What follows belongs to an exercise in optimizing a design on an open flow for small area, a short achievable clock period and few clock cycles; a production flow would make more cautious choices.
Function was checked by simulation only, so behaviour that the tests miss may differ from the original.

==> inputs of 10-21 <==
==> flow/design.v (excerpt) <==
module mips(
	input clk,
	input reset,
	output [31:0] i_pc,
	input [31:0] i_instr,
	output [31:0] m_addr,
	output [31:0] m_wdata,
	output [3:0] m_be,
	input [31:0] m_rdata,
	output w_en,
	output [4:0] w_reg,
	output [31:0] w_data,
	output [31:0] w_pc
    );
export LEC_CHECK = 0
export CAP_MARGIN = 40
export CORE_MARGIN = 2
export CORE_UTILIZATION = 50
export PLACE_DENSITY = 0.65
export SLEW_MARGIN = 20
create_clock -name core_clock -period 12.0 [get_ports {clk}]
standard.sh (not shown) runs the stock make flow with config.mk's settings and CLKGATE_MAP_FILE= SYNTH_SCRIPT=/design/flow/synth_recipe.tcl, a recipe that flattens the netlist after the stock synthesis.
==> flow/flow/run.sh <==
#!/bin/bash
set -euo pipefail
cd "$(dirname "$0")/.."
if ! bash standard.sh SETUP_SLACK_MARGIN=8 finish > orfs_make.log 2>&1; then
  tail -50 orfs_make.log
  exit 1
fi
tail -5 orfs_make.log
==> inputs of 01-22, as changes to 10-21 <==
--- a/flow/design.v
+++ b/flow/design.v
@@ -6,14 +6,15 @@
 	input multu,
 	input div,
 	input divu,
 	input mthi,
 	input mtlo,
 	input [31:0] a,
 	input [31:0] b,
+	input bz,           
 	output reg busy,
 	output [31:0] hi,
 	output [31:0] lo
     );
 reg [32:0] h;       
 reg [31:0] l;       
 reg [32:0] d;       
@@ -25,23 +26,26 @@
 assign hi = h[31:0];
 assign lo = l;
 function [2:0] booth(input [2:0] g);
 	booth = {g[1] ^ g[0], (g == 3'b100) | (g == 3'b011), g[2] & ~(g[1] & g[0])};
 endfunction
 wire [36:0] dx = {{4{d[32]}}, d};
 wire [36:0] pp0 = (({37{one0}} & dx) | ({37{two0}} & {dx[35:0], 1'b0})) ^ {37{neg0}};
-wire [36:0] pp1 = (({37{one1}} & {dx[34:0], 2'b0}) | ({37{two1}} & {dx[33:0], 3'b0})) ^ {{35{neg1}}, 2'b0};
+wire [36:0] nx = {{2{d3[34]}}, d3};
+wire [36:0] dm = neg1 ? nx : dx;
+wire [36:0] pp1 = ({37{one1}} & {dm[34:0], 2'b0}) | ({37{two1}} & {dm[33:0], 3'b0}) |
+                  {35'd0, pre & isdiv & dc, 1'b0};
 wire [36:0] hx = {{4{h[32]}}, h};
 wire [36:0] cs_s = hx ^ pp0 ^ pp1;
 wire [36:0] cs_c = {(hx[35:0] & pp0[35:0]) | (hx[35:0] & pp1[35:0]) | (pp0[35:0] & pp1[35:0]), neg0};
-wire [36:0] ms = cs_s + cs_c + {34'd0, neg1, 2'b0};
+wire [36:0] ms = cs_s + cs_c;
 wire [2:0] bn0 = booth(cnt == 5'd7 ? {2'b00, l[3]} : {l[5], l[4], l[3]});
 wire [2:0] bn1 = booth(cnt == 5'd7 ? 3'b000 : {l[7], l[6], l[5]});
-wire [2:0] bs0 = booth({b[1], b[0], 1'b0});
-wire [2:0] bs1 = booth({b[3], b[2], b[1]});
+wire [2:0] bs0 = booth({l[1], l[0], 1'b0});
+wire [2:0] bs1 = booth({l[3], l[2], l[1]});
 wire [32:0] x1 = {h[31:0], l[31]};
 wire [33:0] x2 = {h[31:0], l[31], l[30]};
 wire [34:0] t1w = {2'b0, x1, 1'b1} + {{2{d[32]}}, d, dc};          
 wire [35:0] taw = {2'b0, x2, 1'b1} + {{3{d[32]}}, d, dc};          
 wire [35:0] tbw = {1'b0, x2, 1'b1} + {d3, dc};                     
 wire [33:0] t1 = t1w[34:1];
 wire [34:0] ta = taw[35:1];
@@ -53,36 +57,38 @@
 wire sb = div & b[31];
 wire [31:0] lneg = ~l + 32'd1;
 always @(posedge clk) begin
 	if (reset) begin
 		h <= 33'd0;
 		l <= 32'd0;
 		busy <= 1'b0;
+		pre <= 1'b0;
 	end else if (busy) begin
 		cnt <= cnt + 5'd1;
 		if (isdiv) begin
 			if (pre) begin
-				if (dc && (&d[31:0])) begin
-					l <= d3[31:0];
-					busy <= 1'b0;
-				end else begin
-					h <= 33'd0;
-					if (negr) l <= lneg;
-				end
-				d3 <= {{2{d[32]}}, d} + {d[32], d, dc} + {34'd0, dc};
+				d3 <= ms[34:0];
+				h <= 33'd0;
+				if (negr) l <= lneg;
 				pre <= 1'b0;
 			end else if (last) begin
 				h <= negr ? {1'b0, ~h[31:0] + 32'd1} : h;
 				if (negq) l <= lneg;
 				busy <= 1'b0;
 			end else begin
 				h <= {1'b0, r2};
 				l <= {l[29:0], q1, q2};
 				if (cnt == 5'd16) last <= 1'b1;
 			end
+		end else if (pre) begin
+			d3 <= ms[34:0];
+			{one0, two0, neg0} <= bs0;
+			{one1, two1, neg1} <= bs1;
+			cnt <= 5'd0;
+			pre <= 1'b0;
 		end else if (last) begin
 			h <= ms[32:0];
 			busy <= 1'b0;
 		end else begin
 			h <= ms[36:4];
 			l <= {ms[3:0], l[31:4]};
 			{one0, two0, neg0} <= bn0;
@@ -91,31 +97,33 @@
 				if (ucor) last <= 1'b1;
 				else busy <= 1'b0;
 			end
 		end
 	end else if (mult | multu) begin
 		busy <= 1'b1;
 		isdiv <= 1'b0;
+		pre <= 1'b1;
 		last <= 1'b0;
-		cnt <= 5'd0;
 		d <= {mult & a[31], a};
 		h <= 33'd0;
 		l <= b;
-		{one0, two0, neg0} <= bs0;
-		{one1, two1, neg1} <= bs1;
+		{one0, two0, neg0} <= 3'b101;
+		{one1, two1, neg1} <= 3'b000;
 		ucor <= multu & b[31];
-	end else if (div | divu) begin
+	end else if ((div | divu) && !bz) begin
 		busy <= 1'b1;
 		isdiv <= 1'b1;
 		pre <= 1'b1;
 		last <= 1'b0;
 		cnt <= 5'd0;
 		d <= {1'b1, sb ? b : ~b};
+		h <= {1'b1, sb ? b : ~b};
 		dc <= ~sb;
-		d3 <= {3'd0, l};
+		{one0, two0, neg0} <= 3'b010;
+		{one1, two1, neg1} <= 3'b000;
 		l <= a;
 		negq <= (div & a[31]) ^ sb;
 		negr <= div & a[31];
 	end else if (mthi) begin
 		h <= {1'b0, a};
 	end else if (mtlo) begin
 		l <= a;
@@ -170,23 +178,24 @@
 localparam OP_ADD=4'd0, OP_SUB=4'd1, OP_OR=4'd2, OP_AND=4'd3, OP_XOR=4'd4,
            OP_NOR=4'd5, OP_SLT=4'd6, OP_SLTU=4'd7, OP_SLL=4'd8, OP_SRL=4'd9,
            OP_SRA=4'd10, OP_PASSB=4'd12;
 reg [31:0] pc;
 reg [31:0] f_ins;
 reg [31:0] f_pc;
 reg        f_drop;      
+reg        reset_r;
 reg [31:0] d_rs, d_rt, d_sd;
 reg [15:0] d_imm;
 reg [31:0] d_pc;
 reg [4:0]  d_a3;
 reg [1:0]  d_tnew;
 reg [3:0]  d_aluop;
-reg        d_shv;
+reg        d_shv, d_sub;
 reg        d_fe_rs, d_fe_rt, d_fe_sd;
-reg        d_mult, d_multu, d_div, d_divu, d_mthi, d_mtlo;
+reg        d_mult, d_multu, d_div, d_divu, d_mthi, d_mtlo, d_bz;
 reg        d_ld;
 reg [2:0]  d_ldt;
 reg [1:0]  d_st;
 reg        d_beq, d_bne, d_bltz, d_bgez, d_bgtz, d_blez, d_jr, d_bgezall;
 reg [31:0] e_res, e_pc, e_wd;
 reg [3:0]  e_be;
 reg [4:0]  e_a3;
@@ -278,26 +287,31 @@
 wire e_rt_m = (rt==e_a3) && (e_a3!=5'd0);
 wire w_rs_m = (rs==w_a3) && (w_a3!=5'd0);
 wire w_rt_m = (rt==w_a3) && (w_a3!=5'd0);
 wire md_busy;
 wire d_mdop = d_mult|d_multu|d_div|d_divu;
 wire stall_rs = d_rs_m && use_rs && d_tnew==2'd2;
 wire stall_rt = d_rt_m && (use_rt || use_sd) && d_tnew==2'd2;
-wire stall_md = c_isdm && (d_mdop || md_busy) || c_mf && (d_mthi || d_mtlo);
+wire stall_md = c_isdm && (d_mdop || md_busy) || c_mf && (d_mthi || d_mtlo) ||
+                (i_div|i_divu) && d_rt_m && d_tnew!=2'd0;
 wire stall = (stall_rs | stall_rt | stall_md) & ~f_drop;
 wire [31:0] rf_rs, rf_rt;
-GRF grf(.clk(clk), .reset(reset), .ra(rs), .rb(rt), .wa(w_a3), .wd(w_d), .qa(rf_rs), .qb(rf_rt));
+GRF grf(.clk(clk), .reset(reset_r), .ra(rs), .rb(rt), .wa(w_a3), .wd(w_d), .qa(rf_rs), .qb(rf_rt));
 wire [31:0] ldata;
 wire [31:0] e_val = e_ld ? ldata : e_res;
-wire [31:0] rsv = (d_rs_m && d_tnew==2'd0) ? d_rt :
-                  e_rs_m ? e_val :
+wire rs_ld = e_rs_m && e_ld && !(d_rs_m && d_tnew==2'd0);
+wire rt_ld = e_rt_m && e_ld && !(d_rt_m && d_tnew==2'd0);
+wire [31:0] rsx = (d_rs_m && d_tnew==2'd0) ? d_rt :
+                  e_rs_m ? e_res :
                   w_rs_m ? w_d : rf_rs;
-wire [31:0] rtv = (d_rt_m && d_tnew==2'd0) ? d_rt :
-                  e_rt_m ? e_val :
+wire [31:0] rtx = (d_rt_m && d_tnew==2'd0) ? d_rt :
+                  e_rt_m ? e_res :
                   w_rt_m ? w_d : rf_rt;
+wire [31:0] rsv = rs_ld ? ldata : rsx;
+wire [31:0] rtv = rt_ld ? ldata : rtx;
 wire [31:0] hi, lo;
 wire [31:0] immv = i_lui ? {imm, 16'd0} :
                    (i_andi|i_ori|i_xori) ? {16'd0, imm} : {{16{imm[15]}}, imm};
 wire [31:0] jtgt = {f_pc[31:28], f_ins[25:0], 2'b00};
 wire redirect, kill;
 wire [31:0] rtgt;
 wire [31:0] npc = redirect ? rtgt :
@@ -312,21 +326,21 @@
                    (i_slt|i_slti) ? OP_SLT :
                    (i_sltu|i_sltiu) ? OP_SLTU :
                    (i_sll|i_sllv) ? OP_SLL :
                    (i_srl|i_srlv) ? OP_SRL :
                    (i_sra|i_srav) ? OP_SRA :
                    (i_lui|c_link|c_mf) ? OP_PASSB : OP_ADD;
 always @(posedge clk) begin
+	reset_r <= reset;
 	if (reset) pc <= 32'h00003000;
 	else pc <= npc;
 end
 always @(posedge clk) begin
 	if (reset) begin
-		f_ins <= 32'd0;
-		f_drop <= 1'b0;
+		f_drop <= 1'b1;
 	end else if (kill || !stall) begin
 		f_ins <= i_instr;
 		f_pc  <= pc;
 		f_drop <= redirect;
 	end else begin
 		f_drop <= 1'b0;
 	end
@@ -348,70 +362,83 @@
 		d_mthi <= i_mthi; d_mtlo <= i_mtlo;
 		d_ld <= c_load;
 		d_st <= i_sw ? 2'd3 : i_sh ? 2'd2 : i_sb ? 2'd1 : 2'd0;
 		d_beq <= i_beq; d_bne <= i_bne; d_bltz <= i_bltz; d_bgez <= i_bgez | i_bgezall;
 		d_bgtz <= i_bgtz; d_blez <= i_blez; d_jr <= i_jr | i_jalr; d_bgezall <= i_bgezall;
 	end
 	d_rs <= rsv;
-	d_rt <= c_link ? pc4 :
+	d_rt <= (rt_ld && !(c_link|c_mf|c_alui|c_load|c_store)) ? ldata :
+	        c_link ? pc4 :
 	        i_mfhi ? hi :
 	        i_mflo ? lo :
-	        (c_alui|c_load|c_store) ? immv : rtv;
+	        (c_alui|c_load|c_store) ? immv : rtx;
 	d_sd <= rtv;
+	d_bz <= rt_ld ? (ldata == 32'd0) : (rtx == 32'd0);
 	d_imm <= imm;
 	d_pc <= f_pc;
 	d_aluop <= aluop;
 	d_shv <= i_sllv|i_srlv|i_srav;
+	d_sub <= i_subu|i_sub|i_slt|i_slti|i_sltu|i_sltiu;
 	d_fe_rs <= d_rs_m;
 	d_fe_rt <= d_rt_m & use_rt;
 	d_fe_sd <= d_rt_m;
 	d_ldt <= {i_lw, i_lh|i_lhu, i_lb|i_lh};
 end
 wire [31:0] ea = d_fe_rs ? e_res : d_rs;
 wire [31:0] eb = d_fe_rt ? e_res : d_rt;
 wire [31:0] esd = d_fe_sd ? e_res : d_sd;
 wire [4:0] sh = d_shv ? ea[4:0] : d_imm[10:6];
+wire [31:0] bx = eb ^ {32{d_sub}};
+wire [32:0] sum = {1'b0, ea} + {1'b0, bx} + {32'd0, d_sub};
+wire slt  = (ea[31] ^ eb[31]) ? ea[31] : sum[31];
+wire sltu = ~sum[32];
+function [31:0] rev(input [31:0] x);
+	integer k;
+	for (k = 0; k < 32; k = k + 1) rev[k] = x[31-k];
+endfunction
+wire sleft = (d_aluop == OP_SLL);
+wire [31:0] shin = sleft ? rev(eb) : eb;
+wire [32:0] shx = {(d_aluop == OP_SRA) & eb[31], shin};
+wire [32:0] shr = $signed(shx) >>> sh;
+wire [31:0] shout = sleft ? rev(shr[31:0]) : shr[31:0];
 reg [31:0] alu;
 always @(*) begin
 	case (d_aluop)
-	OP_ADD:  alu = ea + eb;
-	OP_SUB:  alu = ea - eb;
 	OP_OR:   alu = ea | eb;
 	OP_AND:  alu = ea & eb;
 	OP_XOR:  alu = ea ^ eb;
 	OP_NOR:  alu = ~(ea | eb);
-	OP_SLT:  alu = {31'd0, $signed(ea) < $signed(eb)};
-	OP_SLTU: alu = {31'd0, ea < eb};
-	OP_SLL:  alu = eb << sh;
-	OP_SRL:  alu = eb >> sh;
-	OP_SRA:  alu = $signed(eb) >>> sh;
+	OP_SLT:  alu = {31'd0, slt};
+	OP_SLTU: alu = {31'd0, sltu};
+	OP_SLL, OP_SRL, OP_SRA: alu = shout;
 	OP_PASSB: alu = eb;
-	default: alu = ea + eb;
+	default: alu = sum[31:0];
 	endcase
 end
 wire e_neg  = ea[31];
 wire e_zero = (ea == 32'd0);
 wire e_eq   = (ea == eb);
 wire taken  = (d_beq & e_eq) | (d_bne & ~e_eq) | (d_bltz & e_neg) | (d_bgez & ~e_neg) |
               (d_bgtz & ~e_neg & ~e_zero) | (d_blez & (e_neg | e_zero));
 assign redirect = taken | d_jr;
 assign kill = d_bgezall & e_neg;
-wire [31:0] btgt = d_pc + 32'd4 + {{14{d_imm[15]}}, d_imm, 2'b00};
+wire [16:0] boff = {d_imm[15], d_imm} - 17'd1;
+wire [31:0] btgt = pc + {{13{boff[16]}}, boff, 2'b00};
 assign rtgt = d_jr ? ea : btgt;
 wire [1:0] alo = ea[1:0] + d_rt[1:0];
 wire [31:0] wd = (d_st==2'd1) ? {4{esd[7:0]}} :
                  (d_st==2'd2) ? {2{esd[15:0]}} : esd;
 wire [3:0] be = (d_st==2'd3) ? 4'b1111 :
                 (d_st==2'd2) ? (alo[1] ? 4'b1100 : 4'b0011) :
                 (d_st==2'd1) ? (4'b0001 << alo) : 4'b0000;
 md mdu(
-	.clk(clk), .reset(reset),
+	.clk(clk), .reset(reset_r),
 	.mult(d_mult), .multu(d_multu), .div(d_div), .divu(d_divu),
 	.mthi(d_mthi), .mtlo(d_mtlo),
-	.a(ea), .b(eb),
+	.a(ea), .b(eb), .bz(d_bz),
 	.busy(md_busy), .hi(hi), .lo(lo)
 );
 always @(posedge clk) begin
 	if (reset) begin
 		e_a3 <= 5'd0;
 		e_ld <= 1'b0;
 		e_be <= 4'd0;
==> inputs of 02-18, as changes to 10-21 <==
--- a/flow/design.v
+++ b/flow/design.v
@@ -6,14 +6,15 @@
 	input multu,
 	input div,
 	input divu,
 	input mthi,
 	input mtlo,
 	input [31:0] a,
 	input [31:0] b,
+	input bz,           
 	output reg busy,
 	output [31:0] hi,
 	output [31:0] lo
     );
 reg [32:0] h;       
 reg [31:0] l;       
 reg [32:0] d;       
@@ -25,23 +26,26 @@
 assign hi = h[31:0];
 assign lo = l;
 function [2:0] booth(input [2:0] g);
 	booth = {g[1] ^ g[0], (g == 3'b100) | (g == 3'b011), g[2] & ~(g[1] & g[0])};
 endfunction
 wire [36:0] dx = {{4{d[32]}}, d};
 wire [36:0] pp0 = (({37{one0}} & dx) | ({37{two0}} & {dx[35:0], 1'b0})) ^ {37{neg0}};
-wire [36:0] pp1 = (({37{one1}} & {dx[34:0], 2'b0}) | ({37{two1}} & {dx[33:0], 3'b0})) ^ {{35{neg1}}, 2'b0};
+wire [36:0] nx = {{2{d3[34]}}, d3};
+wire [36:0] dm = neg1 ? nx : dx;
+wire [36:0] pp1 = ({37{one1}} & {dm[34:0], 2'b0}) | ({37{two1}} & {dm[33:0], 3'b0}) |
+                  {35'd0, pre & isdiv & dc, 1'b0};
 wire [36:0] hx = {{4{h[32]}}, h};
 wire [36:0] cs_s = hx ^ pp0 ^ pp1;
 wire [36:0] cs_c = {(hx[35:0] & pp0[35:0]) | (hx[35:0] & pp1[35:0]) | (pp0[35:0] & pp1[35:0]), neg0};
-wire [36:0] ms = cs_s + cs_c + {34'd0, neg1, 2'b0};
+wire [36:0] ms = cs_s + cs_c;
 wire [2:0] bn0 = booth(cnt == 5'd7 ? {2'b00, l[3]} : {l[5], l[4], l[3]});
 wire [2:0] bn1 = booth(cnt == 5'd7 ? 3'b000 : {l[7], l[6], l[5]});
-wire [2:0] bs0 = booth({b[1], b[0], 1'b0});
-wire [2:0] bs1 = booth({b[3], b[2], b[1]});
+wire [2:0] bs0 = booth({l[1], l[0], 1'b0});
+wire [2:0] bs1 = booth({l[3], l[2], l[1]});
 wire [32:0] x1 = {h[31:0], l[31]};
 wire [33:0] x2 = {h[31:0], l[31], l[30]};
 wire [34:0] t1w = {2'b0, x1, 1'b1} + {{2{d[32]}}, d, dc};          
 wire [35:0] taw = {2'b0, x2, 1'b1} + {{3{d[32]}}, d, dc};          
 wire [35:0] tbw = {1'b0, x2, 1'b1} + {d3, dc};                     
 wire [33:0] t1 = t1w[34:1];
 wire [34:0] ta = taw[35:1];
@@ -53,36 +57,38 @@
 wire sb = div & b[31];
 wire [31:0] lneg = ~l + 32'd1;
 always @(posedge clk) begin
 	if (reset) begin
 		h <= 33'd0;
 		l <= 32'd0;
 		busy <= 1'b0;
+		pre <= 1'b0;
 	end else if (busy) begin
 		cnt <= cnt + 5'd1;
 		if (isdiv) begin
 			if (pre) begin
-				if (dc && (&d[31:0])) begin
-					l <= d3[31:0];
-					busy <= 1'b0;
-				end else begin
-					h <= 33'd0;
-					if (negr) l <= lneg;
-				end
-				d3 <= {{2{d[32]}}, d} + {d[32], d, dc} + {34'd0, dc};
+				d3 <= ms[34:0];
+				h <= 33'd0;
+				if (negr) l <= lneg;
 				pre <= 1'b0;
 			end else if (last) begin
 				h <= negr ? {1'b0, ~h[31:0] + 32'd1} : h;
 				if (negq) l <= lneg;
 				busy <= 1'b0;
 			end else begin
 				h <= {1'b0, r2};
 				l <= {l[29:0], q1, q2};
 				if (cnt == 5'd16) last <= 1'b1;
 			end
+		end else if (pre) begin
+			d3 <= ms[34:0];
+			{one0, two0, neg0} <= bs0;
+			{one1, two1, neg1} <= bs1;
+			cnt <= 5'd0;
+			pre <= 1'b0;
 		end else if (last) begin
 			h <= ms[32:0];
 			busy <= 1'b0;
 		end else begin
 			h <= ms[36:4];
 			l <= {ms[3:0], l[31:4]};
 			{one0, two0, neg0} <= bn0;
@@ -91,31 +97,33 @@
 				if (ucor) last <= 1'b1;
 				else busy <= 1'b0;
 			end
 		end
 	end else if (mult | multu) begin
 		busy <= 1'b1;
 		isdiv <= 1'b0;
+		pre <= 1'b1;
 		last <= 1'b0;
-		cnt <= 5'd0;
 		d <= {mult & a[31], a};
 		h <= 33'd0;
 		l <= b;
-		{one0, two0, neg0} <= bs0;
-		{one1, two1, neg1} <= bs1;
+		{one0, two0, neg0} <= 3'b101;
+		{one1, two1, neg1} <= 3'b000;
 		ucor <= multu & b[31];
-	end else if (div | divu) begin
+	end else if ((div | divu) && !bz) begin
 		busy <= 1'b1;
 		isdiv <= 1'b1;
 		pre <= 1'b1;
 		last <= 1'b0;
 		cnt <= 5'd0;
 		d <= {1'b1, sb ? b : ~b};
+		h <= {1'b1, sb ? b : ~b};
 		dc <= ~sb;
-		d3 <= {3'd0, l};
+		{one0, two0, neg0} <= 3'b010;
+		{one1, two1, neg1} <= 3'b000;
 		l <= a;
 		negq <= (div & a[31]) ^ sb;
 		negr <= div & a[31];
 	end else if (mthi) begin
 		h <= {1'b0, a};
 	end else if (mtlo) begin
 		l <= a;
@@ -176,17 +184,17 @@
 reg        f_drop;      
 reg [31:0] d_rs, d_rt, d_sd;
 reg [15:0] d_imm;
 reg [31:0] d_pc;
 reg [4:0]  d_a3;
 reg [1:0]  d_tnew;
 reg [3:0]  d_aluop;
-reg        d_shv;
+reg        d_shv, d_sub;
 reg        d_fe_rs, d_fe_rt, d_fe_sd;
-reg        d_mult, d_multu, d_div, d_divu, d_mthi, d_mtlo;
+reg        d_mult, d_multu, d_div, d_divu, d_mthi, d_mtlo, d_bz;
 reg        d_ld;
 reg [2:0]  d_ldt;
 reg [1:0]  d_st;
 reg        d_beq, d_bne, d_bltz, d_bgez, d_bgtz, d_blez, d_jr, d_bgezall;
 reg [31:0] e_res, e_pc, e_wd;
 reg [3:0]  e_be;
 reg [4:0]  e_a3;
@@ -278,15 +286,16 @@
 wire e_rt_m = (rt==e_a3) && (e_a3!=5'd0);
 wire w_rs_m = (rs==w_a3) && (w_a3!=5'd0);
 wire w_rt_m = (rt==w_a3) && (w_a3!=5'd0);
 wire md_busy;
 wire d_mdop = d_mult|d_multu|d_div|d_divu;
 wire stall_rs = d_rs_m && use_rs && d_tnew==2'd2;
 wire stall_rt = d_rt_m && (use_rt || use_sd) && d_tnew==2'd2;
-wire stall_md = c_isdm && (d_mdop || md_busy) || c_mf && (d_mthi || d_mtlo);
+wire stall_md = c_isdm && (d_mdop || md_busy) || c_mf && (d_mthi || d_mtlo) ||
+                (i_div|i_divu) && d_rt_m && d_tnew!=2'd0;
 wire stall = (stall_rs | stall_rt | stall_md) & ~f_drop;
 wire [31:0] rf_rs, rf_rt;
 GRF grf(.clk(clk), .reset(reset), .ra(rs), .rb(rt), .wa(w_a3), .wd(w_d), .qa(rf_rs), .qb(rf_rt));
 wire [31:0] ldata;
 wire [31:0] e_val = e_ld ? ldata : e_res;
 wire [31:0] rsv = (d_rs_m && d_tnew==2'd0) ? d_rt :
                   e_rs_m ? e_val :
@@ -353,65 +362,77 @@
 	end
 	d_rs <= rsv;
 	d_rt <= c_link ? pc4 :
 	        i_mfhi ? hi :
 	        i_mflo ? lo :
 	        (c_alui|c_load|c_store) ? immv : rtv;
 	d_sd <= rtv;
+	d_bz <= (rtv == 32'd0);
 	d_imm <= imm;
 	d_pc <= f_pc;
 	d_aluop <= aluop;
 	d_shv <= i_sllv|i_srlv|i_srav;
+	d_sub <= i_subu|i_sub|i_slt|i_slti|i_sltu|i_sltiu;
 	d_fe_rs <= d_rs_m;
 	d_fe_rt <= d_rt_m & use_rt;
 	d_fe_sd <= d_rt_m;
 	d_ldt <= {i_lw, i_lh|i_lhu, i_lb|i_lh};
 end
 wire [31:0] ea = d_fe_rs ? e_res : d_rs;
 wire [31:0] eb = d_fe_rt ? e_res : d_rt;
 wire [31:0] esd = d_fe_sd ? e_res : d_sd;
 wire [4:0] sh = d_shv ? ea[4:0] : d_imm[10:6];
+wire [31:0] bx = eb ^ {32{d_sub}};
+wire [32:0] sum = {1'b0, ea} + {1'b0, bx} + {32'd0, d_sub};
+wire slt  = (ea[31] ^ eb[31]) ? ea[31] : sum[31];
+wire sltu = ~sum[32];
+function [31:0] rev(input [31:0] x);
+	integer k;
+	for (k = 0; k < 32; k = k + 1) rev[k] = x[31-k];
+endfunction
+wire sleft = (d_aluop == OP_SLL);
+wire [31:0] shin = sleft ? rev(eb) : eb;
+wire [32:0] shx = {(d_aluop == OP_SRA) & eb[31], shin};
+wire [32:0] shr = $signed(shx) >>> sh;
+wire [31:0] shout = sleft ? rev(shr[31:0]) : shr[31:0];
 reg [31:0] alu;
 always @(*) begin
 	case (d_aluop)
-	OP_ADD:  alu = ea + eb;
-	OP_SUB:  alu = ea - eb;
 	OP_OR:   alu = ea | eb;
 	OP_AND:  alu = ea & eb;
 	OP_XOR:  alu = ea ^ eb;
 	OP_NOR:  alu = ~(ea | eb);
-	OP_SLT:  alu = {31'd0, $signed(ea) < $signed(eb)};
-	OP_SLTU: alu = {31'd0, ea < eb};
-	OP_SLL:  alu = eb << sh;
-	OP_SRL:  alu = eb >> sh;
-	OP_SRA:  alu = $signed(eb) >>> sh;
+	OP_SLT:  alu = {31'd0, slt};
+	OP_SLTU: alu = {31'd0, sltu};
+	OP_SLL, OP_SRL, OP_SRA: alu = shout;
 	OP_PASSB: alu = eb;
-	default: alu = ea + eb;
+	default: alu = sum[31:0];
 	endcase
 end
 wire e_neg  = ea[31];
 wire e_zero = (ea == 32'd0);
 wire e_eq   = (ea == eb);
 wire taken  = (d_beq & e_eq) | (d_bne & ~e_eq) | (d_bltz & e_neg) | (d_bgez & ~e_neg) |
               (d_bgtz & ~e_neg & ~e_zero) | (d_blez & (e_neg | e_zero));
 assign redirect = taken | d_jr;
 assign kill = d_bgezall & e_neg;
-wire [31:0] btgt = d_pc + 32'd4 + {{14{d_imm[15]}}, d_imm, 2'b00};
+wire [16:0] boff = {d_imm[15], d_imm} - 17'd1;
+wire [31:0] btgt = pc + {{13{boff[16]}}, boff, 2'b00};
 assign rtgt = d_jr ? ea : btgt;
 wire [1:0] alo = ea[1:0] + d_rt[1:0];
 wire [31:0] wd = (d_st==2'd1) ? {4{esd[7:0]}} :
                  (d_st==2'd2) ? {2{esd[15:0]}} : esd;
 wire [3:0] be = (d_st==2'd3) ? 4'b1111 :
                 (d_st==2'd2) ? (alo[1] ? 4'b1100 : 4'b0011) :
                 (d_st==2'd1) ? (4'b0001 << alo) : 4'b0000;
 md mdu(
 	.clk(clk), .reset(reset),
 	.mult(d_mult), .multu(d_multu), .div(d_div), .divu(d_divu),
 	.mthi(d_mthi), .mtlo(d_mtlo),
-	.a(ea), .b(eb),
+	.a(ea), .b(eb), .bz(d_bz),
 	.busy(md_busy), .hi(hi), .lo(lo)
 );
 always @(posedge clk) begin
 	if (reset) begin
 		e_a3 <= 5'd0;
 		e_ld <= 1'b0;
 		e_be <= 4'd0;
==> impl_metrics.json <==
{
  "use_met3_pct": 18.6,
  "yosysSeqAreaShare_pct": 49.5,
  "insertion_delay_ps": 890,
  "netlist_instances": 8442,
  "status": "complete, no violations",
  "finalNonFillerCells": 11400,
  "path_cells": "buf_4, buf_4, buf_4, buf_6, buf_16, buf_4, mux2_2, a22o_1, fa_1, ha_2, and3_2, and3_1, nand4_1, o2111ai_4, a21oi_2, xnor2_2, mux2_1, nand3_1, a311oi_1",
  "period_share_pct": 39.0,
  "postRouteWirelength_mm": 449,
  "vias_per_cell": 7.36
}
(the above is from 02-18)
==> impl_metrics.json <==
{
  "insertion_delay_ps": 900,
  "period_share_pct": 40.7,
  "vias_per_cell": 7.65,
  "finalNonFillerCells": 12400,
  "status": "complete, no violations"
}
(the above is from 10-21)
==> impl_metrics.json <==
{
  "status": "complete, no violations",
  "vias_per_cell": 7.57,
  "postRouteWirelength_mm": 472,
  "yosysSeqAreaShare_pct": 49.2,
  "use_met3_pct": 21.6,
  "insertion_delay_ps": 900,
  "period_share_pct": 39.8,
  "path_cells": "buf_12, mux2_4, a22o_1, fa_1, ha_4, o21a_4, a211oi_4, o32ai_4, a221oi_2, buf_4, o2111ai_4, a311o_1, a221o_1, xor2_2, mux2i_1, o221ai_1, nor3_1, nor4_1",
  "netlist_instances": 8486
}
(the above is from 01-22)
Testbench counts of 10-21, summed over its fixed seeds: cycles 33,181.
Testbench counts of 01-22, summed over its fixed seeds: cycles 33,328.
Testbench counts of 02-18, summed over its fixed seeds: cycles 33,328.

-- static timing again, ports no longer ideal --
The results above use ideal ports. As a check the final layouts listed here were re-extracted and re-timed, cells and wires unchanged.
Step 1 (the two cells are an assumption about what drives the block):
set clk [get_ports {clk}]
set_driving_cell -lib_cell sky130_fd_sc_hd__clkbuf_16 $clk
set_driving_cell -lib_cell sky130_fd_sc_hd__buf_2 [delete_from_list [all_inputs] $clk]
Step 2 times the ports against the registers' clock, not the clock port: input delays grow and output delays shrink by t, the midpoint of the rising clock arrivals with the driver on.
Three values: ideal ports, drivers, drivers and shift; two values: the first two.
| run | t (ns) | slack for setup (ns) | latest minus earliest clock arrival (ns) | worst slew at a driven data input, ns |
|---|---|---|---|---|
| 10-21 | 0.963 | 7.117 / 7.117 / 6.974 | 0.082 / 0.082 | 0.11 |
| 01-22 | 0.946 | 7.228 / 7.228 / 7.199 | 0.093 / 0.093 | 0.06 |
| 02-18 | 0.958 | 7.326 / 7.326 / 6.935 | 0.069 / 0.069 | 0.06 |
After both steps setup and hold are still met in every run listed. For 02-18, which loses most, drivers alone change the setup slack by 0.000 ns; drivers and shift together by -0.391 ns.
